Context: an optimization exercise on an open-source flow, tuned for small area, a short achievable clock period and few clock cycles per item. The choices shown serve that exercise and are no tape-out recipe. The RTL was checked by simulation tests, not by an equivalence proof against the original design. Power is estimated from default activity; no workload was simulated.

File: design/flow/run.sh
#!/bin/bash
# synth_recipe.tcl (not shown) runs the flow's synth.tcl, then flattens the netlist and writes it again
# the make line also repeats each setting of config.mk as NAME=value (left out here)
make -C /OpenROAD-flow-scripts/flow DESIGN_CONFIG=/design/flow/config.mk WORK_HOME=/design/flow/orfs CLKGATE_MAP_FILE= SYNTH_SCRIPT=/design/flow/synth_recipe.tcl finish
File: design/flow/config.mk
export PLATFORM = sky130hd
export DESIGN_NAME = bmlp_top
export DESIGN_NICKNAME = bmlp_top
export VERILOG_FILES = /design/flow/design.v
export SDC_FILE = /design/flow/constraint.sdc
export NUM_CORES = 4
export LEC_CHECK = 0
export CAP_MARGIN = 20
export CORE_MARGIN = 2
export CORE_UTILIZATION = 40
export SLEW_MARGIN = 20
export SYNTH_MEMORY_MAX_BITS = 8192
File: design/flow/constraint.sdc
create_clock -name core_clock -period 8.0 [get_ports {clk}]
set_input_delay 1.6000 -clock core_clock [delete_from_list [all_inputs] [get_ports {clk}]]
set_output_delay 1.6000 -clock core_clock [all_outputs]
set_load 0.01 [all_outputs]
File: design/flow/design.v
`timescale 1ns / 1ps
module bmlp_top(
  input  wire       clk,
  input  wire       rst,
  input  wire       start,
  output reg  [6:0] dmem_addr,
  input  wire [8:0] dmem_data,
  output reg        done,
  output reg        bin_class
);
  reg        busy;
  reg  [7:0] k;           
  reg  [8:0] d;           
  reg  [26:0] w;          
  reg  [9:0] lo_init;     
  reg  [9:0] hi_init;
  reg  [59:0] b1;         
  always @(posedge clk) begin
    if (~rst) begin
      busy <= 1'b0; k <= 8'd0; done <= 1'b0; dmem_addr <= 7'd0;
    end else begin
      done <= 1'b0;
      if (~busy) begin
        k <= 8'd0;
        if (start) begin
          busy <= 1'b1; dmem_addr <= 7'd1;
        end
      end else begin
        k <= k + 8'd1;
        if (k == 8'd181) begin busy <= 1'b0; done <= 1'b1; end
        if (k <= 8'd141) begin
          if (dmem_addr[3:0] == 4'd15)
            dmem_addr <= {(dmem_addr[6:4] >= 3'd4) ? dmem_addr[6:4] - 3'd4 : dmem_addr[6:4] + 3'd3, 4'd0};
          else
            dmem_addr[3:0] <= dmem_addr[3:0] + 4'd1;
        end else
          dmem_addr <= 7'd0;
      end
    end
  end
  always @(posedge clk) begin
    d <= dmem_data;
    lo_init[0] <= busy && (k == 8'd0);
    lo_init[1] <= busy && (k == 8'd16);
    lo_init[2] <= busy && (k == 8'd32);
    lo_init[3] <= busy && (k == 8'd48);
    lo_init[4] <= busy && (k == 8'd64);
    lo_init[5] <= busy && (k == 8'd80);
    lo_init[6] <= busy && (k == 8'd96);
    lo_init[7] <= busy && (k == 8'd112);
    lo_init[8] <= busy && (k == 8'd128);
    lo_init[9] <= busy && (k == 8'd144);
    hi_init <= lo_init;
  end
  reg [26:0] wrom;
  always @(*) begin
    case (k)
      8'd0: wrom = 27'h62;
      8'd1: wrom = 27'hf4;
      8'd2: wrom = 27'h92;
      8'd3: wrom = 27'h6b;
      8'd4: wrom = 27'hd8;
      8'd5: wrom = 27'h146;
      8'd6: wrom = 27'h1b4;
      8'd7: wrom = 27'h62;
      8'd8: wrom = 27'hb6;
      8'd9: wrom = 27'hbc;
      8'd10: wrom = 27'h9e;
      8'd11: wrom = 27'h1c1;
      8'd12: wrom = 27'hd3;
      8'd13: wrom = 27'h14c;
      8'd14: wrom = 27'h6b;
      8'd15: wrom = 27'h101;
      8'd16: wrom = 27'h301a1;
      8'd17: wrom = 27'h2219a;
      8'd18: wrom = 27'h2ad0c;
      8'd19: wrom = 27'h1d959;
      8'd20: wrom = 27'h2496b;
      8'd21: wrom = 27'h3b510;
      8'd22: wrom = 27'h147bc;
      8'd23: wrom = 27'h34d5f;
      8'd24: wrom = 27'haaa6;
      8'd25: wrom = 27'h24f9d;
      8'd26: wrom = 27'hca0c;
      8'd27: wrom = 27'h3d4bc;
      8'd28: wrom = 27'h24b06;
      8'd29: wrom = 27'h18aaf;
      8'd30: wrom = 27'h1865b;
      8'd31: wrom = 27'h3d998;
      8'd32: wrom = 27'h1d37987;
      8'd33: wrom = 27'h17b91d9;
      8'd34: wrom = 27'h9d4bb;
      8'd35: wrom = 27'h21b793c;
      8'd36: wrom = 27'h18ef23;
      8'd37: wrom = 27'h1950c1a;
      8'd38: wrom = 27'h1bc6f50;
      8'd39: wrom = 27'h22fcb84;
      8'd40: wrom = 27'h2a42562;
      8'd41: wrom = 27'h17edaaa;
      8'd42: wrom = 27'h1f75fd1;
      8'd43: wrom = 27'h148a7eb;
      8'd44: wrom = 27'h248da73;
      8'd45: wrom = 27'h3432e5f;
      8'd46: wrom = 27'h3d6668f;
      8'd47: wrom = 27'h1e3cc5f;
      8'd48: wrom = 27'h24799c0;
      8'd49: wrom = 27'h2afd6d2;
      8'd50: wrom = 27'h346ddc3;
      8'd51: wrom = 27'h3738637;
      8'd52: wrom = 27'h165e8e2;
      8'd53: wrom = 27'h11ad4a1;
      8'd54: wrom = 27'h35cbd67;
      8'd55: wrom = 27'h3124577;
      8'd56: wrom = 27'h3ee1c78;
      8'd57: wrom = 27'h3e8a49;
      8'd58: wrom = 27'h17fbee6;
      8'd59: wrom = 27'h28de50e;
      8'd60: wrom = 27'h22098fb;
      8'd61: wrom = 27'h150f3a9;
      8'd62: wrom = 27'h15ea9b0;
      8'd63: wrom = 27'h1f2c0d2;
      8'd64: wrom = 27'h2ecb466;
      8'd65: wrom = 27'h71997f;
      8'd66: wrom = 27'h36075dc;
      8'd67: wrom = 27'h25c6463;
      8'd68: wrom = 27'h64b4e9;
      8'd69: wrom = 27'h1104102;
      8'd70: wrom = 27'h5d68a6;
      8'd71: wrom = 27'h6c18f8;
      8'd72: wrom = 27'h2dc1c90;
      8'd73: wrom = 27'h3a8c744;
      8'd74: wrom = 27'h1191b0f;
      8'd75: wrom = 27'h1f0fc9f;
      8'd76: wrom = 27'hec0600;
      8'd77: wrom = 27'h3fd7da5;
      8'd78: wrom = 27'h3017597;
      8'd79: wrom = 27'hdca8b0;
      8'd80: wrom = 27'h224fd25;
      8'd81: wrom = 27'h2f97576;
      8'd82: wrom = 27'h51825fc;
      8'd83: wrom = 27'h5f5351d;
      8'd84: wrom = 27'h6f5103c;
      8'd85: wrom = 27'h7006247;
      8'd86: wrom = 27'h5555d8c;
      8'd87: wrom = 27'h4a9f27c;
      8'd88: wrom = 27'h65ddd23;
      8'd89: wrom = 27'h4804c8b;
      8'd90: wrom = 27'h5317f57;
      8'd91: wrom = 27'h149a8b9;
      8'd92: wrom = 27'h578c426;
      8'd93: wrom = 27'h7103c0c;
      8'd94: wrom = 27'h3b90ccc;
      8'd95: wrom = 27'h6d077b;
      8'd96: wrom = 27'h6b40aa6;
      8'd97: wrom = 27'h65b486;
      8'd98: wrom = 27'h7d53ec8;
      8'd99: wrom = 27'h1e4ec8e;
      8'd100: wrom = 27'h3fd42e3;
      8'd101: wrom = 27'h59d16d9;
      8'd102: wrom = 27'h27864a4;
      8'd103: wrom = 27'h7e8b2b1;
      8'd104: wrom = 27'h7f5c680;
      8'd105: wrom = 27'h1e172cf;
      8'd106: wrom = 27'h2dfe64;
      8'd107: wrom = 27'h384d206;
      8'd108: wrom = 27'h15d7a27;
      8'd109: wrom = 27'h261cace;
      8'd110: wrom = 27'h7441240;
      8'd111: wrom = 27'h57ce4e9;
      8'd112: wrom = 27'h2cc003a;
      8'd113: wrom = 27'h4c00086;
      8'd114: wrom = 27'h2400090;
      8'd115: wrom = 27'he00098;
      8'd116: wrom = 27'h2bc0056;
      8'd117: wrom = 27'h258008f;
      8'd118: wrom = 27'h1a000ec;
      8'd119: wrom = 27'h190002b;
      8'd120: wrom = 27'h700005f;
      8'd121: wrom = 27'h518002b;
      8'd122: wrom = 27'h2300058;
      8'd123: wrom = 27'h6c8007d;
      8'd124: wrom = 27'h3c00ac;
      8'd125: wrom = 27'h34400f7;
      8'd126: wrom = 27'h2200096;
      8'd127: wrom = 27'h3e000bf;
      8'd128: wrom = 27'h64;
      8'd129: wrom = 27'hbc;
      8'd130: wrom = 27'hdb;
      8'd131: wrom = 27'h20;
      8'd132: wrom = 27'h7c;
      8'd133: wrom = 27'hc1;
      8'd134: wrom = 27'h35;
      8'd135: wrom = 27'h9a;
      8'd136: wrom = 27'h5d;
      8'd137: wrom = 27'h2f;
      8'd138: wrom = 27'h70;
      8'd139: wrom = 27'h87;
      8'd140: wrom = 27'h47;
      8'd141: wrom = 27'h3e;
      8'd142: wrom = 27'hd2;
      8'd143: wrom = 27'ha0;
      default: wrom = 27'h0;
    endcase
  end
  always @(posedge clk) w <= wrom;
  reg [8:0] lo_0; reg c_0; reg [5:0] hi_0;
  wire [8:0] x_0 = d ^ {9{~w[0]}};
  always @(posedge clk) {c_0, lo_0} <= {1'b0, (lo_init[0] ? 9'd26 : (lo_init[3] ? 9'd25 : (lo_init[6] ? 9'd28 : lo_0)))} + {1'b0, x_0};
  always @(posedge clk) hi_0 <= (hi_init[0] ? 6'd38 : (hi_init[3] ? 6'd39 : (hi_init[6] ? 6'd36 : hi_0))) + {5'd0, c_0};
  always @(posedge clk) if (hi_init[3]) b1[0] <= ~hi_0[5];
  always @(posedge clk) if (hi_init[6]) b1[2] <= ~hi_0[5];
  always @(posedge clk) if (hi_init[9]) b1[4] <= ~hi_0[5];
  reg [8:0] lo_1; reg c_1; reg [5:0] hi_1;
  wire [8:0] x_1 = d ^ {9{~w[1]}};
  always @(posedge clk) {c_1, lo_1} <= {1'b0, (lo_init[0] ? 9'd21 : (lo_init[3] ? 9'd23 : (lo_init[6] ? 9'd23 : lo_1)))} + {1'b0, x_1};
  always @(posedge clk) hi_1 <= (hi_init[0] ? 6'd43 : (hi_init[3] ? 6'd41 : (hi_init[6] ? 6'd41 : hi_1))) + {5'd0, c_1};
  always @(posedge clk) if (hi_init[3]) b1[7] <= ~hi_1[5];
  always @(posedge clk) if (hi_init[6]) b1[9] <= ~hi_1[5];
  always @(posedge clk) if (hi_init[9]) b1[11] <= ~hi_1[5];
  reg [8:0] lo_2; reg c_2; reg [5:0] hi_2;
  wire [8:0] x_2 = d ^ {9{~w[2]}};
  always @(posedge clk) {c_2, lo_2} <= {1'b0, (lo_init[0] ? 9'd26 : (lo_init[3] ? 9'd22 : (lo_init[6] ? 9'd20 : lo_2)))} + {1'b0, x_2};
  always @(posedge clk) hi_2 <= (hi_init[0] ? 6'd38 : (hi_init[3] ? 6'd42 : (hi_init[6] ? 6'd44 : hi_2))) + {5'd0, c_2};
  always @(posedge clk) if (hi_init[3]) b1[14] <= ~hi_2[5];
  always @(posedge clk) if (hi_init[6]) b1[16] <= ~hi_2[5];
  always @(posedge clk) if (hi_init[9]) b1[18] <= ~hi_2[5];
  reg [8:0] lo_3; reg c_3; reg [5:0] hi_3;
  wire [8:0] x_3 = d ^ {9{~w[3]}};
  always @(posedge clk) {c_3, lo_3} <= {1'b0, (lo_init[0] ? 9'd21 : (lo_init[3] ? 9'd27 : (lo_init[6] ? 9'd24 : lo_3)))} + {1'b0, x_3};
  always @(posedge clk) hi_3 <= (hi_init[0] ? 6'd43 : (hi_init[3] ? 6'd37 : (hi_init[6] ? 6'd40 : hi_3))) + {5'd0, c_3};
  always @(posedge clk) if (hi_init[3]) b1[21] <= ~hi_3[5];
  always @(posedge clk) if (hi_init[6]) b1[23] <= ~hi_3[5];
  always @(posedge clk) if (hi_init[9]) b1[25] <= ~hi_3[5];
  reg [8:0] lo_4; reg c_4; reg [5:0] hi_4;
  wire [8:0] x_4 = d ^ {9{~w[4]}};
  always @(posedge clk) {c_4, lo_4} <= {1'b0, (lo_init[0] ? 9'd22 : (lo_init[3] ? 9'd26 : (lo_init[6] ? 9'd27 : lo_4)))} + {1'b0, x_4};
  always @(posedge clk) hi_4 <= (hi_init[0] ? 6'd42 : (hi_init[3] ? 6'd38 : (hi_init[6] ? 6'd37 : hi_4))) + {5'd0, c_4};
  always @(posedge clk) if (hi_init[3]) b1[28] <= ~hi_4[5];
  always @(posedge clk) if (hi_init[6]) b1[30] <= ~hi_4[5];
  always @(posedge clk) if (hi_init[9]) b1[32] <= ~hi_4[5];
  reg [8:0] lo_5; reg c_5; reg [5:0] hi_5;
  wire [8:0] x_5 = d ^ {9{~w[5]}};
  always @(posedge clk) {c_5, lo_5} <= {1'b0, (lo_init[0] ? 9'd27 : (lo_init[3] ? 9'd21 : (lo_init[6] ? 9'd24 : lo_5)))} + {1'b0, x_5};
  always @(posedge clk) hi_5 <= (hi_init[0] ? 6'd37 : (hi_init[3] ? 6'd43 : (hi_init[6] ? 6'd40 : hi_5))) + {5'd0, c_5};
  always @(posedge clk) if (hi_init[3]) b1[35] <= ~hi_5[5];
  always @(posedge clk) if (hi_init[6]) b1[37] <= ~hi_5[5];
  always @(posedge clk) if (hi_init[9]) b1[39] <= ~hi_5[5];
  reg [8:0] lo_6; reg c_6; reg [5:0] hi_6;
  wire [8:0] x_6 = d ^ {9{~w[6]}};
  always @(posedge clk) {c_6, lo_6} <= {1'b0, (lo_init[0] ? 9'd26 : (lo_init[3] ? 9'd23 : (lo_init[6] ? 9'd26 : lo_6)))} + {1'b0, x_6};
  always @(posedge clk) hi_6 <= (hi_init[0] ? 6'd38 : (hi_init[3] ? 6'd41 : (hi_init[6] ? 6'd38 : hi_6))) + {5'd0, c_6};
  always @(posedge clk) if (hi_init[3]) b1[42] <= ~hi_6[5];
  always @(posedge clk) if (hi_init[6]) b1[44] <= ~hi_6[5];
  always @(posedge clk) if (hi_init[9]) b1[46] <= ~hi_6[5];
  reg [8:0] lo_7; reg c_7; reg [5:0] hi_7;
  wire [8:0] x_7 = d ^ {9{~w[7]}};
  always @(posedge clk) {c_7, lo_7} <= {1'b0, (lo_init[0] ? 9'd23 : (lo_init[3] ? 9'd24 : (lo_init[6] ? 9'd20 : lo_7)))} + {1'b0, x_7};
  always @(posedge clk) hi_7 <= (hi_init[0] ? 6'd41 : (hi_init[3] ? 6'd40 : (hi_init[6] ? 6'd44 : hi_7))) + {5'd0, c_7};
  always @(posedge clk) if (hi_init[3]) b1[49] <= ~hi_7[5];
  always @(posedge clk) if (hi_init[6]) b1[51] <= ~hi_7[5];
  always @(posedge clk) if (hi_init[9]) b1[53] <= ~hi_7[5];
  reg [8:0] lo_8; reg c_8; reg [5:0] hi_8;
  wire [8:0] x_8 = d ^ {9{~w[8]}};
  always @(posedge clk) {c_8, lo_8} <= {1'b0, (lo_init[0] ? 9'd23 : (lo_init[3] ? 9'd26 : lo_8))} + {1'b0, x_8};
  always @(posedge clk) hi_8 <= (hi_init[0] ? 6'd41 : (hi_init[3] ? 6'd38 : hi_8)) + {5'd0, c_8};
  always @(posedge clk) if (hi_init[3]) b1[56] <= ~hi_8[5];
  always @(posedge clk) if (hi_init[6]) b1[58] <= ~hi_8[5];
  reg [8:0] lo_9; reg c_9; reg [5:0] hi_9;
  wire [8:0] x_9 = d ^ {9{~w[9]}};
  always @(posedge clk) {c_9, lo_9} <= {1'b0, (lo_init[1] ? 9'd27 : (lo_init[4] ? 9'd29 : lo_9))} + {1'b0, x_9};
  always @(posedge clk) hi_9 <= (hi_init[1] ? 6'd37 : (hi_init[4] ? 6'd35 : hi_9)) + {5'd0, c_9};
  always @(posedge clk) if (hi_init[4]) b1[3] <= ~hi_9[5];
  always @(posedge clk) if (hi_init[7]) b1[5] <= ~hi_9[5];
  reg [8:0] lo_10; reg c_10; reg [5:0] hi_10;
  wire [8:0] x_10 = d ^ {9{~w[10]}};
  always @(posedge clk) {c_10, lo_10} <= {1'b0, (lo_init[1] ? 9'd22 : (lo_init[4] ? 9'd18 : lo_10))} + {1'b0, x_10};
  always @(posedge clk) hi_10 <= (hi_init[1] ? 6'd42 : (hi_init[4] ? 6'd46 : hi_10)) + {5'd0, c_10};
  always @(posedge clk) if (hi_init[4]) b1[10] <= ~hi_10[5];
  always @(posedge clk) if (hi_init[7]) b1[12] <= ~hi_10[5];
  reg [8:0] lo_11; reg c_11; reg [5:0] hi_11;
  wire [8:0] x_11 = d ^ {9{~w[11]}};
  always @(posedge clk) {c_11, lo_11} <= {1'b0, (lo_init[1] ? 9'd18 : (lo_init[4] ? 9'd26 : lo_11))} + {1'b0, x_11};
  always @(posedge clk) hi_11 <= (hi_init[1] ? 6'd46 : (hi_init[4] ? 6'd38 : hi_11)) + {5'd0, c_11};
  always @(posedge clk) if (hi_init[4]) b1[17] <= ~hi_11[5];
  always @(posedge clk) if (hi_init[7]) b1[19] <= ~hi_11[5];
  reg [8:0] lo_12; reg c_12; reg [5:0] hi_12;
  wire [8:0] x_12 = d ^ {9{~w[12]}};
  always @(posedge clk) {c_12, lo_12} <= {1'b0, (lo_init[1] ? 9'd28 : (lo_init[4] ? 9'd20 : lo_12))} + {1'b0, x_12};
  always @(posedge clk) hi_12 <= (hi_init[1] ? 6'd36 : (hi_init[4] ? 6'd44 : hi_12)) + {5'd0, c_12};
  always @(posedge clk) if (hi_init[4]) b1[24] <= ~hi_12[5];
  always @(posedge clk) if (hi_init[7]) b1[26] <= ~hi_12[5];
  reg [8:0] lo_13; reg c_13; reg [5:0] hi_13;
  wire [8:0] x_13 = d ^ {9{~w[13]}};
  always @(posedge clk) {c_13, lo_13} <= {1'b0, (lo_init[1] ? 9'd30 : (lo_init[4] ? 9'd21 : lo_13))} + {1'b0, x_13};
  always @(posedge clk) hi_13 <= (hi_init[1] ? 6'd34 : (hi_init[4] ? 6'd43 : hi_13)) + {5'd0, c_13};
  always @(posedge clk) if (hi_init[4]) b1[31] <= ~hi_13[5];
  always @(posedge clk) if (hi_init[7]) b1[33] <= ~hi_13[5];
  reg [8:0] lo_14; reg c_14; reg [5:0] hi_14;
  wire [8:0] x_14 = d ^ {9{~w[14]}};
  always @(posedge clk) {c_14, lo_14} <= {1'b0, (lo_init[1] ? 9'd20 : (lo_init[4] ? 9'd21 : lo_14))} + {1'b0, x_14};
  always @(posedge clk) hi_14 <= (hi_init[1] ? 6'd44 : (hi_init[4] ? 6'd43 : hi_14)) + {5'd0, c_14};
  always @(posedge clk) if (hi_init[4]) b1[38] <= ~hi_14[5];
  always @(posedge clk) if (hi_init[7]) b1[40] <= ~hi_14[5];
  reg [8:0] lo_15; reg c_15; reg [5:0] hi_15;
  wire [8:0] x_15 = d ^ {9{~w[15]}};
  always @(posedge clk) {c_15, lo_15} <= {1'b0, (lo_init[1] ? 9'd17 : (lo_init[4] ? 9'd29 : lo_15))} + {1'b0, x_15};
  always @(posedge clk) hi_15 <= (hi_init[1] ? 6'd47 : (hi_init[4] ? 6'd35 : hi_15)) + {5'd0, c_15};
  always @(posedge clk) if (hi_init[4]) b1[45] <= ~hi_15[5];
  always @(posedge clk) if (hi_init[7]) b1[47] <= ~hi_15[5];
  reg [8:0] lo_16; reg c_16; reg [5:0] hi_16;
  wire [8:0] x_16 = d ^ {9{~w[16]}};
  always @(posedge clk) {c_16, lo_16} <= {1'b0, (lo_init[1] ? 9'd24 : (lo_init[4] ? 9'd24 : lo_16))} + {1'b0, x_16};
  always @(posedge clk) hi_16 <= (hi_init[1] ? 6'd40 : (hi_init[4] ? 6'd40 : hi_16)) + {5'd0, c_16};
  always @(posedge clk) if (hi_init[4]) b1[52] <= ~hi_16[5];
  always @(posedge clk) if (hi_init[7]) b1[54] <= ~hi_16[5];
  reg [6:0] lo_17;
  wire [6:0] x_17 = d[6:0] ^ {7{~w[17]}};
  always @(posedge clk) lo_17 <= (lo_init[1] ? 7'd18 : lo_17) + x_17;
  always @(posedge clk) if (lo_init[4]) b1[59] <= ~lo_17[6];
  reg [8:0] lo_18; reg c_18; reg [5:0] hi_18;
  wire [8:0] x_18 = d ^ {9{~w[18]}};
  always @(posedge clk) {c_18, lo_18} <= {1'b0, (lo_init[2] ? 9'd22 : (lo_init[5] ? 9'd26 : lo_18))} + {1'b0, x_18};
  always @(posedge clk) hi_18 <= (hi_init[2] ? 6'd42 : (hi_init[5] ? 6'd38 : hi_18)) + {5'd0, c_18};
  always @(posedge clk) if (hi_init[5]) b1[6] <= ~hi_18[5];
  always @(posedge clk) if (hi_init[8]) b1[1] <= ~hi_18[5];
  reg [8:0] lo_19; reg c_19; reg [5:0] hi_19;
  wire [8:0] x_19 = d ^ {9{~w[19]}};
  always @(posedge clk) {c_19, lo_19} <= {1'b0, (lo_init[2] ? 9'd21 : (lo_init[5] ? 9'd27 : lo_19))} + {1'b0, x_19};
  always @(posedge clk) hi_19 <= (hi_init[2] ? 6'd43 : (hi_init[5] ? 6'd37 : hi_19)) + {5'd0, c_19};
  always @(posedge clk) if (hi_init[5]) b1[13] <= ~hi_19[5];
  always @(posedge clk) if (hi_init[8]) b1[8] <= ~hi_19[5];
  reg [8:0] lo_20; reg c_20; reg [5:0] hi_20;
  wire [8:0] x_20 = d ^ {9{~w[20]}};
  always @(posedge clk) {c_20, lo_20} <= {1'b0, (lo_init[2] ? 9'd21 : (lo_init[5] ? 9'd24 : lo_20))} + {1'b0, x_20};
  always @(posedge clk) hi_20 <= (hi_init[2] ? 6'd43 : (hi_init[5] ? 6'd40 : hi_20)) + {5'd0, c_20};
  always @(posedge clk) if (hi_init[5]) b1[20] <= ~hi_20[5];
  always @(posedge clk) if (hi_init[8]) b1[15] <= ~hi_20[5];
  reg [8:0] lo_21; reg c_21; reg [5:0] hi_21;
  wire [8:0] x_21 = d ^ {9{~w[21]}};
  always @(posedge clk) {c_21, lo_21} <= {1'b0, (lo_init[2] ? 9'd24 : (lo_init[5] ? 9'd21 : lo_21))} + {1'b0, x_21};
  always @(posedge clk) hi_21 <= (hi_init[2] ? 6'd40 : (hi_init[5] ? 6'd43 : hi_21)) + {5'd0, c_21};
  always @(posedge clk) if (hi_init[5]) b1[27] <= ~hi_21[5];
  always @(posedge clk) if (hi_init[8]) b1[22] <= ~hi_21[5];
  reg [8:0] lo_22; reg c_22; reg [5:0] hi_22;
  wire [8:0] x_22 = d ^ {9{~w[22]}};
  always @(posedge clk) {c_22, lo_22} <= {1'b0, (lo_init[2] ? 9'd17 : (lo_init[5] ? 9'd20 : lo_22))} + {1'b0, x_22};
  always @(posedge clk) hi_22 <= (hi_init[2] ? 6'd47 : (hi_init[5] ? 6'd44 : hi_22)) + {5'd0, c_22};
  always @(posedge clk) if (hi_init[5]) b1[34] <= ~hi_22[5];
  always @(posedge clk) if (hi_init[8]) b1[29] <= ~hi_22[5];
  reg [8:0] lo_23; reg c_23; reg [5:0] hi_23;
  wire [8:0] x_23 = d ^ {9{~w[23]}};
  always @(posedge clk) {c_23, lo_23} <= {1'b0, (lo_init[2] ? 9'd30 : (lo_init[5] ? 9'd25 : lo_23))} + {1'b0, x_23};
  always @(posedge clk) hi_23 <= (hi_init[2] ? 6'd34 : (hi_init[5] ? 6'd39 : hi_23)) + {5'd0, c_23};
  always @(posedge clk) if (hi_init[5]) b1[41] <= ~hi_23[5];
  always @(posedge clk) if (hi_init[8]) b1[36] <= ~hi_23[5];
  reg [8:0] lo_24; reg c_24; reg [5:0] hi_24;
  wire [8:0] x_24 = d ^ {9{~w[24]}};
  always @(posedge clk) {c_24, lo_24} <= {1'b0, (lo_init[2] ? 9'd20 : (lo_init[5] ? 9'd22 : lo_24))} + {1'b0, x_24};
  always @(posedge clk) hi_24 <= (hi_init[2] ? 6'd44 : (hi_init[5] ? 6'd42 : hi_24)) + {5'd0, c_24};
  always @(posedge clk) if (hi_init[5]) b1[48] <= ~hi_24[5];
  always @(posedge clk) if (hi_init[8]) b1[43] <= ~hi_24[5];
  reg [8:0] lo_25; reg c_25; reg [5:0] hi_25;
  wire [8:0] x_25 = d ^ {9{~w[25]}};
  always @(posedge clk) {c_25, lo_25} <= {1'b0, (lo_init[2] ? 9'd26 : (lo_init[5] ? 9'd22 : lo_25))} + {1'b0, x_25};
  always @(posedge clk) hi_25 <= (hi_init[2] ? 6'd38 : (hi_init[5] ? 6'd42 : hi_25)) + {5'd0, c_25};
  always @(posedge clk) if (hi_init[5]) b1[55] <= ~hi_25[5];
  always @(posedge clk) if (hi_init[8]) b1[50] <= ~hi_25[5];
  reg [8:0] lo_26; reg c_26; reg [5:0] hi_26;
  wire [8:0] x_26 = d ^ {9{~w[26]}};
  always @(posedge clk) {c_26, lo_26} <= {1'b0, (lo_init[5] ? 9'd26 : lo_26)} + {1'b0, x_26};
  always @(posedge clk) hi_26 <= (hi_init[5] ? 6'd38 : hi_26) + {5'd0, c_26};
  always @(posedge clk) if (hi_init[8]) b1[57] <= ~hi_26[5];
  reg  [23:0] b2;
  reg  [5:0]  b3;
  reg  [59:0] pw;
  always @(*) begin
    case (k)
      8'd147: pw = 60'hfffffffffffffff;  
      8'd148: pw = 60'h5dcf29c2d813c1d;  
      8'd149: pw = 60'heebd4f815eafd7d;  
      8'd150: pw = 60'h1c62972546e5757;  
      8'd151: pw = 60'hcd484944d615bea;  
      8'd152: pw = 60'h7af58ff61fa9793;  
      8'd153: pw = 60'ha08b4725884e619;  
      8'd154: pw = 60'h580d716c96eb63c;  
      8'd155: pw = 60'h606be739b581773;  
      8'd156: pw = 60'h3d48b6b60d94122;  
      8'd157: pw = 60'haa9d7dee97bff15;  
      8'd158: pw = 60'hb330c38ad22b36c;  
      8'd159: pw = 60'h700a83910f6a39a;  
      8'd160: pw = 60'h63cb1e0093eb886;  
      8'd161: pw = 60'h52563c4cf9fa344;  
      8'd162: pw = 60'h14fbacb04a7c9c9;  
      8'd163: pw = 60'h724d3fc8bb195cb;  
      8'd164: pw = 60'h456c51440d9fb6c;  
      8'd165: pw = 60'heded39a4fee9696;  
      8'd166: pw = 60'ha6250f4f352164b;  
      8'd167: pw = 60'h37043597c986494;  
      8'd168: pw = 60'h9c1881f54bb7aeb;  
      8'd169: pw = 60'hf5de11edb8183f;  
      8'd170: pw = 60'h5c1af6d0ee988ed;  
      8'd171: pw = 60'hb944e9f6ab088ce;  
      8'd173: pw = 60'hffffff;  
      8'd174: pw = 60'hbd61d3;  
      8'd175: pw = 60'h1ba186;  
      8'd176: pw = 60'h515801;  
      8'd177: pw = 60'h52ad9b;  
      8'd178: pw = 60'h10bd4d;  
      8'd179: pw = 60'hd819af;  
      8'd180: pw = 60'hc53739;  
      default: pw = 60'h0;
    endcase
  end
  wire sel3 = (k >= 8'd173);
  wire [59:0] pin = (sel3 ? {36'd0, b2} : b1) & pw;
  wire ps1 = pin[0] ^ pin[1] ^ pin[2];
  wire pc2 = (pin[0] & pin[1]) | (pin[0] & pin[2]) | (pin[1] & pin[2]);
  wire ps3 = pin[3] ^ pin[4] ^ pin[5];
  wire pc4 = (pin[3] & pin[4]) | (pin[3] & pin[5]) | (pin[4] & pin[5]);
  wire ps5 = pin[6] ^ pin[7] ^ pin[8];
  wire pc6 = (pin[6] & pin[7]) | (pin[6] & pin[8]) | (pin[7] & pin[8]);
  wire ps7 = pin[9] ^ pin[10] ^ pin[11];
  wire pc8 = (pin[9] & pin[10]) | (pin[9] & pin[11]) | (pin[10] & pin[11]);
  wire ps9 = pin[12] ^ pin[13] ^ pin[14];
  wire pc10 = (pin[12] & pin[13]) | (pin[12] & pin[14]) | (pin[13] & pin[14]);
  wire ps11 = ps1 ^ ps3 ^ ps5;
  wire pc12 = (ps1 & ps3) | (ps1 & ps5) | (ps3 & ps5);
  wire ps13 = ps7 ^ ps9 ^ ps11;
  wire pc14 = (ps7 & ps9) | (ps7 & ps11) | (ps9 & ps11);
  wire ps15 = pc2 ^ pc4 ^ pc6;
  wire pc16 = (pc2 & pc4) | (pc2 & pc6) | (pc4 & pc6);
  wire ps17 = pc8 ^ pc10 ^ pc12;
  wire pc18 = (pc8 & pc10) | (pc8 & pc12) | (pc10 & pc12);
  wire ps19 = pc14 ^ ps15 ^ ps17;
  wire pc20 = (pc14 & ps15) | (pc14 & ps17) | (ps15 & ps17);
  wire ps21 = pc16 ^ pc18 ^ pc20;
  wire pc22 = (pc16 & pc18) | (pc16 & pc20) | (pc18 & pc20);
  wire [3:0] pcw_0 = {pc22, ps21, ps19, ps13};
  wire ps23 = pin[15] ^ pin[16] ^ pin[17];
  wire pc24 = (pin[15] & pin[16]) | (pin[15] & pin[17]) | (pin[16] & pin[17]);
  wire ps25 = pin[18] ^ pin[19] ^ pin[20];
  wire pc26 = (pin[18] & pin[19]) | (pin[18] & pin[20]) | (pin[19] & pin[20]);
  wire ps27 = pin[21] ^ pin[22] ^ pin[23];
  wire pc28 = (pin[21] & pin[22]) | (pin[21] & pin[23]) | (pin[22] & pin[23]);
  wire ps29 = pin[24] ^ pin[25] ^ pin[26];
  wire pc30 = (pin[24] & pin[25]) | (pin[24] & pin[26]) | (pin[25] & pin[26]);
  wire ps31 = pin[27] ^ pin[28] ^ pin[29];
  wire pc32 = (pin[27] & pin[28]) | (pin[27] & pin[29]) | (pin[28] & pin[29]);
  wire ps33 = ps23 ^ ps25 ^ ps27;
  wire pc34 = (ps23 & ps25) | (ps23 & ps27) | (ps25 & ps27);
  wire ps35 = ps29 ^ ps31 ^ ps33;
  wire pc36 = (ps29 & ps31) | (ps29 & ps33) | (ps31 & ps33);
  wire ps37 = pc24 ^ pc26 ^ pc28;
  wire pc38 = (pc24 & pc26) | (pc24 & pc28) | (pc26 & pc28);
  wire ps39 = pc30 ^ pc32 ^ pc34;
  wire pc40 = (pc30 & pc32) | (pc30 & pc34) | (pc32 & pc34);
  wire ps41 = pc36 ^ ps37 ^ ps39;
  wire pc42 = (pc36 & ps37) | (pc36 & ps39) | (ps37 & ps39);
  wire ps43 = pc38 ^ pc40 ^ pc42;
  wire pc44 = (pc38 & pc40) | (pc38 & pc42) | (pc40 & pc42);
  wire [3:0] pcw_1 = {pc44, ps43, ps41, ps35};
  wire ps45 = pin[30] ^ pin[31] ^ pin[32];
  wire pc46 = (pin[30] & pin[31]) | (pin[30] & pin[32]) | (pin[31] & pin[32]);
  wire ps47 = pin[33] ^ pin[34] ^ pin[35];
  wire pc48 = (pin[33] & pin[34]) | (pin[33] & pin[35]) | (pin[34] & pin[35]);
  wire ps49 = pin[36] ^ pin[37] ^ pin[38];
  wire pc50 = (pin[36] & pin[37]) | (pin[36] & pin[38]) | (pin[37] & pin[38]);
  wire ps51 = pin[39] ^ pin[40] ^ pin[41];
  wire pc52 = (pin[39] & pin[40]) | (pin[39] & pin[41]) | (pin[40] & pin[41]);
  wire ps53 = pin[42] ^ pin[43] ^ pin[44];
  wire pc54 = (pin[42] & pin[43]) | (pin[42] & pin[44]) | (pin[43] & pin[44]);
  wire ps55 = ps45 ^ ps47 ^ ps49;
  wire pc56 = (ps45 & ps47) | (ps45 & ps49) | (ps47 & ps49);
  wire ps57 = ps51 ^ ps53 ^ ps55;
  wire pc58 = (ps51 & ps53) | (ps51 & ps55) | (ps53 & ps55);
  wire ps59 = pc46 ^ pc48 ^ pc50;
  wire pc60 = (pc46 & pc48) | (pc46 & pc50) | (pc48 & pc50);
  wire ps61 = pc52 ^ pc54 ^ pc56;
  wire pc62 = (pc52 & pc54) | (pc52 & pc56) | (pc54 & pc56);
  wire ps63 = pc58 ^ ps59 ^ ps61;
  wire pc64 = (pc58 & ps59) | (pc58 & ps61) | (ps59 & ps61);
  wire ps65 = pc60 ^ pc62 ^ pc64;
  wire pc66 = (pc60 & pc62) | (pc60 & pc64) | (pc62 & pc64);
  wire [3:0] pcw_2 = {pc66, ps65, ps63, ps57};
  wire ps67 = pin[45] ^ pin[46] ^ pin[47];
  wire pc68 = (pin[45] & pin[46]) | (pin[45] & pin[47]) | (pin[46] & pin[47]);
  wire ps69 = pin[48] ^ pin[49] ^ pin[50];
  wire pc70 = (pin[48] & pin[49]) | (pin[48] & pin[50]) | (pin[49] & pin[50]);
  wire ps71 = pin[51] ^ pin[52] ^ pin[53];
  wire pc72 = (pin[51] & pin[52]) | (pin[51] & pin[53]) | (pin[52] & pin[53]);
  wire ps73 = pin[54] ^ pin[55] ^ pin[56];
  wire pc74 = (pin[54] & pin[55]) | (pin[54] & pin[56]) | (pin[55] & pin[56]);
  wire ps75 = pin[57] ^ pin[58] ^ pin[59];
  wire pc76 = (pin[57] & pin[58]) | (pin[57] & pin[59]) | (pin[58] & pin[59]);
  wire ps77 = ps67 ^ ps69 ^ ps71;
  wire pc78 = (ps67 & ps69) | (ps67 & ps71) | (ps69 & ps71);
  wire ps79 = ps73 ^ ps75 ^ ps77;
  wire pc80 = (ps73 & ps75) | (ps73 & ps77) | (ps75 & ps77);
  wire ps81 = pc68 ^ pc70 ^ pc72;
  wire pc82 = (pc68 & pc70) | (pc68 & pc72) | (pc70 & pc72);
  wire ps83 = pc74 ^ pc76 ^ pc78;
  wire pc84 = (pc74 & pc76) | (pc74 & pc78) | (pc76 & pc78);
  wire ps85 = pc80 ^ ps81 ^ ps83;
  wire pc86 = (pc80 & ps81) | (pc80 & ps83) | (ps81 & ps83);
  wire ps87 = pc82 ^ pc84 ^ pc86;
  wire pc88 = (pc82 & pc84) | (pc82 & pc86) | (pc84 & pc86);
  wire [3:0] pcw_3 = {pc88, ps87, ps85, ps79};
  reg [3:0] pca0, pca1, pca2, pca3;
  reg       st_thr, st_l2, st_l3, st_last;
  always @(posedge clk) begin
    pca0 <= pcw_0; pca1 <= pcw_1; pca2 <= pcw_2; pca3 <= pcw_3;
    st_thr <= (k == 8'd147) || (k == 8'd173);
    st_l2  <= (k >= 8'd148) && (k <= 8'd171);
    st_l3  <= (k >= 8'd174) && (k <= 8'd180);
  end
  wire [5:0] pcs = pca0 + pca1 + pca2 + pca3;
  reg  [5:0] thr;
  wire       res = ({pcs, 1'b0} >= {1'b0, thr});
  always @(posedge clk) begin
    if (st_thr) thr <= pcs;
    if (st_l2) b2 <= {b2[22:0], res};
    if (st_l3) b3 <= {b3[4:0], res};
  end
  wire [6:0] v3 = {b3, res};
  wire [2:0] pos3 = v3[5] + v3[4] + v3[3] + v3[2] + v3[0];
  wire [1:0] neg3 = v3[6] + v3[1];
  always @(posedge clk) if (busy && k == 8'd181) bin_class <= (pos3 < {1'b0, neg3});
endmodule
==> run summary <==
## synthesized netlist by cell type, types with 15 or more instances
cell,instances
a211oi_1,55
inv_1,163
o21ai_0,252
nor2_1,405
clkbuf_1,157
or3_1,80
nand3_1,101
buf_1,23
a21oi_1,264
nor3_1,80
o31ai_1,18
or2_2,23
a21o_1,90
o41ai_1,32
nor2b_1,102
a221oi_1,18
nor4_1,15
edfxtp_1,97
a31oi_1,35
nand2b_1,39
and3_1,28
buf_2,68
dfxtp_1,515
o22ai_1,43
fa_1,84
and2_1,143
xor2_1,34
nand2_1,195
o211ai_1,25
a311oi_1,20
ha_1,322
xnor2_1,484
## through the flow
stage,cells,worst slack [ps]
after detailed placement,5339,2180
after global placement,5339,2280
after floorplan,4252,2910
after global routing,5471,1770
after CTS,5471,2170
final,5472,1980
## per-layer routing
metal | track usage | part of all wire | vias up
met5 | 0.000484 | 0.00038 | -
met4 | 0.129 | 0.059 | 6
met3 | 0.0586 | 0.086 | 441
met2 | 0.358 | 0.42 | 1381
met1 | 0.320 | 0.44 | 14800
li1 | - | - | 14700
## state kept, by name, indices dropped and copies added (netlist names), 10 cells and up
signal	count
w	27
lo_init	10
b1	60
b2	24
hi_init	10
## cell usage in the layout, fill, tap and decap left out, types with 90 or more instances in the layout
master / Yosys / layout
edfxtp_1: 97 / 97
o21ai_0: 252 / 252
a21oi_1: 264 / 264
a21o_1: 90 / 90
ha_1: 322 / 322
dfxtp_1: 515 / 502
nand3_1: 101 / 101
nor2b_1: 102 / 100
nor2_1: 405 / 403
and2_1: 143 / 143
xnor2_1: 484 / 484
nand2_1: 195 / 195
inv_1: 163 / 163
## cells by family after synthesis
kind of cell	synth area share
adder cells (fa/ha/maj)	0.150
AND/OR/NAND/NOR	0.165
buffers and inverters	0.0474
flip-flops	0.347
XOR/XNOR	0.119
AO/OA/AOI/OAI	0.170
multiplexers	0.00200
## path summary, 6_finish.rpt
kind / endpoint / slack (ps)
hold / removal: hi_init[8]$_DFF_P_ / 330
hold reg to reg: hi_init[8]$_DFF_P_ / 330
setup reg to reg: pca1[2]$_DFF_P_ / 1980
setup / recovery: pca1[2]$_DFF_P_ / 1980
## layout make-up
class	instances	area share
Clock inverter	32	0.00900
Antenna cell	1	0.0000598
Sequential cell	612	0.317
Timing Repair Buffer	90	0.0174
Multi-Input combinational cell	3206	0.553
Tap cell	1265	0.0378
Clock buffer	100	0.0515
Inverter	166	0.0149
## worst max-delay path, delay by kind of cell, from the launching register on
| kind | cells | cell delay (ps) |
|---|---|---|
| DFF | 1 | 290 |
| buffers and inverters | 3 | 540 |
| adders and majority gates | 6 | 2960 |
| AOI/OAI and AO/OA | 1 | 330 |
| and+or+nand+nor | 4 | 1750 |
## power by group through the flow
| stage | sequential (mW) | combinational [mW] | clock (mW) |
|---|---|---|---|
| floorplan | 4.61 | 4.24 | 0 |
| global placement | 4.70 | 4.90 | 0 |
| detailed placement | 4.73 | 5.04 | 0 |
| CTS | 4.67 | 5.09 | 3.58 |
| global route | 4.78 | 5.79 | 3.70 |
| finish | 4.66 | 5.04 | 3.48 |
==> metrics.md <==
| Metric | Value |
|---|---|
| Status | finished clean |
| Final hold violation count | 0 |
| Crit Path Max Fanout | 21 |
| Startpoint types | register |
| Area post-placement | 0.0393 sq mm |
| Area of the multi-input gates | 0.0231 sq mm |
| Area grow syn2layout | 9.70% |
| Hold WC Path Type | register to register |
| Starting DRT DRC Count | 3424 |
| Top_reg_cell synth | dfxtp_1 |
| RePlAce Congestion | 1.06 |
| Worst-case reg-to-reg path depth | 14 |
| Worst Setup SP | k[0]$_SDFF_PN0_ |
| Hold Startpoint | lo_init[8]$_DFF_P_ |
| Slowest-stage cell, CP | ha_1 |
| Netlist Area Pre-Place | 0.0381 sq mm |
| Pwr dens | 315 mW/mm^2 |
| Initial antenna violation count | 3 |
| PortBufs | 20 |
| Hold WS | 331 ps |
| Total iterations of the first detailed-routing run | 8 |
| Utilization after layout | 0.442 |
| Sw Pwr | 4.23 mW |
| Combinational group share of total power | 0.382 |
| Max-slew violation count | 0 |
| Clock sink count | 612 |
| Clock latency on the worst-skew pair | 650 ps |
| Worst r2r src | k[0]$_SDFF_PN0_ |
| Unrepaired setup endpoints after global routing | false |
| Vias in the first global route | 30.2k |
| Number of fill cells | 9297 |
| Syn Inst Count | 4252 |
| Die width | 313 um |
| Sw Ratio | 0.321 |
| Tmin final | 6020 ps |
| Setup CP Type | register to register |
| WL per Instance | 21.7 um |
| Net count, final | 4569 |
| Share of flip-flops with an asynchronous set or reset after synthesis | 0 |
| Fmax | 166 MHz |
| Internal power | 8.95 mW |
| Area contributors post-synth | dfxtp_1 (27%), xnor2_1 (11%), ha_1 (11%) |
| Final setup vio count | 0 |
| Seq/Total Area, Yosys | 0.347 |
| Die Area | 0.0978 sq mm |
| Worst EP arrival | 6530 ps |
| Slew @ Worst Pin | 1100 ps |
| Worst path cell trace | buf_4 -> inv_1 -> ha_1 -> nor2b_1 -> nand2_1 -> a31oi_1 -> nor4_1 -> or3_1 -> fa_1 -> inv_1 -> fa_1 -> fa_1 -> fa_1 -> fa_1 |
| Share of total power in the clock network | 0.264 |
| Layout cells sized above 1 | 0.0623 |
| Via density | 5.72 |
| Row cnt | 113 |
| Post-CTS Setup Inserts | 0 |
| Post-CTS sizing | 0 |
| Global-route wire length before repair | 182000 um |
| Clock-pin slew on the worst setup and hold paths | 60 ps |
| Die height | 313 um |
| Worst slew margin | 0.265 |
| Hold Crit Depth | 0 |
| Clock buffer count from CTS | 75 |
| H-tree levels | 3 |
| Seq pwr share | 0.354 |
| Largest stage delay, worst path | 770 ps |
| Gr ovfl total | 0 |
| Initial Utilization | 0.402 |
| Fin crit share | 0.752 |
| Pin count of the biggest net entering global routing | 66 |
| Post-synthesis cell type count | 95 |
| Setup tns final | 0 ps |
| Num ports | 21 |
| Final HPWL DP | 81600 um |
| CP Capture Type | register |
| CORE AREA | 0.0947 sq mm |
| WP data required | 8510 ps |
| Max_cap viols | 0 |
| CTS root buf | clkbuf_16 |
| Syn. warnings | 1 |
| # DRC | 0 |
| Clock Skews | 29.5 ps |
| Most used cell, CP | fa_1 |
| Syn Area/Cell | 8.97 sq um |
| Total GRT Usage | 0.240 |
| CTS tree | built |
| Peak VDD IR | 0.178 mV |
| Post-DRT Antenna Nets | 0 |
| Net Count, Synth | 4670 |
| Number of synthesized register bits | 612 |
| Routed WL | 119000 um |
| Post-synth EDFFs | 97 |
| Fin area | 0.0418 sq mm |
| P_leak | 16.6 nW |
| Via count | 31.3k |
| Yosys top cell area share | 0.270 |
| Total power | 13.2 mW |
| Clk buf depth | 3 |
| Synth area leader | dfxtp_1 |
| Register area | 0.0132 sq mm |
| Post-CTS Hold Fix Bufs | 0 |
Testbench counts, summed over its fixed seeds: cycles 23,432, items 128.

-- static timing again, ports no longer ideal --
The results above use ideal ports. As a check the final layout listed here was re-extracted and re-timed, cells and wires unchanged. Step 1 sets driving cells, clkbuf_16 on the clock port and buf_2 on the other inputs (assumed; they add their load-dependent delay and slew). Step 2 times the ports against the registers' clock, not the clock port: input delays grow and output delays shrink by t, the midpoint of the rising clock arrivals with the driver on. Three values: ideal, step 1, step 2; two values: the first two.
t (ns): 0.704
slack for setup (ns): 1.981 / 1.981 / 1.981
slew at the worst register clock pin (ns): 0.07 / 0.07
After both steps this run still meets setup and hold. For this run, drivers alone change the setup slack by 0.000 ns; drivers and shift together by 0.000 ns.
